Source: an optimization exercise on an open RTL-to-GDS flow (aim: small area and a short achievable clock period). Production flows keep margins and buffers that such runs may drop. At most, simulation tests tie the RTL to the original design; equivalence was not proved. Power is estimated from default activity; no workload was simulated.

## P
==> flow/design.v (excerpt) <==
module fifo (
	input  [31:0] DI,
	input         RE,
	input         WE,
	input         clk,
	input         rst,
	output [31:0] res,
	output        read_valid,
	output        r_err,
	output        w_err
);
	reg  [4:0]  rd_ptr, wr_ptr;
	reg         empty, full;
	reg         rv;
	reg  [31:0] dout;
	wire rd = RE & ~empty;
	wire wr = WE & (~full | RE);
	assign r_err      = RE & empty;
	assign w_err      = WE & full;
	assign read_valid = rv;
	assign res        = dout;
	wire [31:0] wsel = 32'd1 << wr_ptr;
	reg  [31:0] rsel;	 
	wire [31:0] mem_q [0:31];
	genvar k;
	generate
		for (k = 0; k < 32; k = k + 1) begin : g_word
			reg  [31:0] q;
			wire        en = wr & wsel[k];
			always @(posedge clk)
				q <= ({32{en}} & DI) | ({32{~en}} & q);
			assign mem_q[k] = q;
		end
	endgenerate
	reg [31:0] rdata;
	integer j;
	always @(*) begin
		rdata = 32'd0;
		for (j = 0; j < 32; j = j + 1)
			rdata = rdata | ({32{rsel[j]}} & mem_q[j]);
	end
	wire [4:0] rd_inc = rd_ptr + 5'd1;
	wire [4:0] wr_inc = wr_ptr + 5'd1;
	wire [4:0] rd_next = rst ? 5'd0 : rd ? rd_inc : rd_ptr;
	always @(posedge clk) begin
		dout <= rdata;
		rsel <= 32'd1 << rd_next;
		if (rst) begin
			rd_ptr <= 5'd0;
			wr_ptr <= 5'd0;
			empty  <= 1'b1;
			full   <= 1'b0;
			rv     <= 1'b0;
		end else begin
			rv <= rd;
			if (rd) rd_ptr <= rd_inc;
			if (wr) wr_ptr <= wr_inc;
			empty <= ~wr & (empty | (rd & (rd_inc == wr_ptr)));
			full  <= (full & ~(rd & ~wr)) | (wr & ~rd & (wr_inc == rd_ptr));
		end
	end
endmodule
Size in the first run: about 2100 cells after synthesis, about 1100 flip-flops, about 71 I/O pins.
==> module fifo, before the edit <==
module fifo (
	input  [31:0] DI,
	input         RE,
	input         WE,
	input         clk,
	input         rst,
	output [31:0] res,
	output        read_valid,
	output        r_err,
	output        w_err
);
	reg  [4:0]  rd_ptr, wr_ptr;
	reg         empty, full;
	reg         rv;
	reg  [31:0] dout;
	wire rd = RE & ~empty;
	wire wr = WE & (~full | RE);
	assign r_err      = RE & empty;
	assign w_err      = WE & full;
	assign read_valid = rv;
	assign res        = dout;
	wire [31:0] wsel = 32'd1 << wr_ptr;
	reg  [31:0] rsel;	 
	wire [31:0] mem_q [0:31];
	genvar k;
	generate
		for (k = 0; k < 32; k = k + 1) begin : g_word
			reg  [31:0] q;
			wire        en = wr & wsel[k];
			always @(posedge clk)
				q <= ({32{en}} & DI) | ({32{~en}} & q);
			assign mem_q[k] = q;
		end
	endgenerate
	reg [31:0] rdata;
	integer j;
	always @(*) begin
		rdata = 32'd0;
		for (j = 0; j < 32; j = j + 1)
			rdata = rdata | ({32{rsel[j]}} & mem_q[j]);
	end
	wire [4:0] rd_inc = rd_ptr + 5'd1;
	wire [4:0] wr_inc = wr_ptr + 5'd1;
	wire [4:0] rd_next = rst ? 5'd0 : rd ? rd_inc : rd_ptr;
	always @(posedge clk) begin
		dout <= rdata;
		rsel <= 32'd1 << rd_next;
		if (rst) begin
			rd_ptr <= 5'd0;
			wr_ptr <= 5'd0;
			empty  <= 1'b1;
			full   <= 1'b0;
			rv     <= 1'b0;
		end else begin
			rv <= rd;
			if (rd) rd_ptr <= rd_inc;
			if (wr) wr_ptr <= wr_inc;
			empty <= ~wr & (empty | (rd & (rd_inc == wr_ptr)));
			full  <= (full & ~(rd & ~wr)) | (wr & ~rd & (wr_inc == rd_ptr));
		end
	end
endmodule
clock: 5.0 ns
lec_check: 0
cap_margin: 20
core_margin: 2
core_utilization: 60
cts_buf_list: sky130_fd_sc_hd__clkbuf_16
cts_cluster_diameter: 100
cts_cluster_size: 25
setup_slack_margin: 2.9
slew_margin: 20
run.sh (not shown) runs the stock make flow with config.mk's settings and CLKGATE_MAP_FILE= SYNTH_SCRIPT=/design/flow/synth_recipe.tcl, a recipe that flattens the netlist after the stock synthesis.
P ended with every stage complete and zero timing, DRC or antenna violations.
The following lists how Q was set up differently from P:
==> flow/design.v <==
`timescale 1ns / 1ps
module fifo (
	input  [31:0] DI,
	input         RE,
	input         WE,
	input         clk,
	input         rst,
	output [31:0] res,
	output        read_valid,
	output        r_err,
	output        w_err
);
	reg  [4:0]  head;	 
	reg         empty, full;
	reg  [31:0] rsel;	 
	reg         rv;
	reg  [31:0] dout;
	wire rd = RE & ~empty;
	wire wr = WE & (~full | RE);
	assign r_err      = RE & empty;
	assign w_err      = WE & full;
	assign read_valid = rv;
	assign res        = dout;
	reg [31:0] stage [0:31];
	integer k;
	always @(posedge clk)
		if (wr) begin
			stage[0] <= DI;
			for (k = 1; k < 32; k = k + 1)
				stage[k] <= stage[k-1];
		end
	reg [31:0] rdata;
	integer j;
	always @(*) begin
		rdata = 32'd0;
		for (j = 0; j < 32; j = j + 1)
			rdata = rdata | ({32{rsel[j]}} & stage[j]);
	end
	wire up = wr & ~rd;
	wire dn = rd & ~wr;
	wire [4:0] head_p1 = head + 5'd1;
	wire [4:0] head_m1 = head - 5'd1;
	wire [4:0] head_next = rst ? 5'd31 : up ? head_p1 : dn ? head_m1 : head;
	always @(posedge clk) begin
		dout  <= rdata;
		rv    <= ~rst & rd;
		head  <= head_next;
		empty <= rst | (empty & ~up) | (dn & (head == 5'd0));
		full  <= ~rst & ((full & ~dn) | (up & (head == 5'd30)));
		rsel  <= 32'd1 << head_next;
	end
endmodule
Results
Compared with P, Q shows a cell area after layout that is about 2.5% lower.
Every run in the comparison, Q and P, completed the flow with a clean layout.
~same upper clock frequency limit in Q and P
Taking P as the reference, in Q post-detailed-routing wire length saw a decrease; part of the cycle the worst path needs now sits at about the same level.
As of Q, power density over the cells had risen by more than 10% compared to P.
P vs Q, worst setup path endpoint: r_err vs w_err
Relative to P, the mean area per synthesized cell of Q is higher by 0.59 um2.
Looking at Q and P, the minimum clock period is a wash.
When Q is set beside P, its data-path buffer share of cell area in the final layout turns out to be 0.65 points smaller.
The RTL of P was laid out without a check of its function.

static timing again, ports no longer ideal:
In the flow no input, the clock included, has a driving cell. The finished layouts below were timed again as built, in two steps.
Step 1: set_driving_cell puts a clkbuf_16 on clk and a buf_2 on each other input, an assumption about the parent block.
Step 2 times the ports against the registers' clock, not the clock port: input delays grow and output delays shrink by t, the midpoint of the rising clock arrivals with the driver on.
a / b / c = ideal / step 1 / step 2; a / b = the first two.
run	shift t [ns]	setup WS [ns]	hold WS [ns]
P	0.705	2.648 / 2.600 / 2.152	0.542 / 0.542 / 0.542
Q	0.682	2.650 / 2.608 / 2.065	0.448 / 0.448 / 0.448
After both steps every run listed still meets setup and hold. For Q, which loses most, drivers alone change the setup slack by -0.042 ns; drivers and shift together by -0.585 ns.
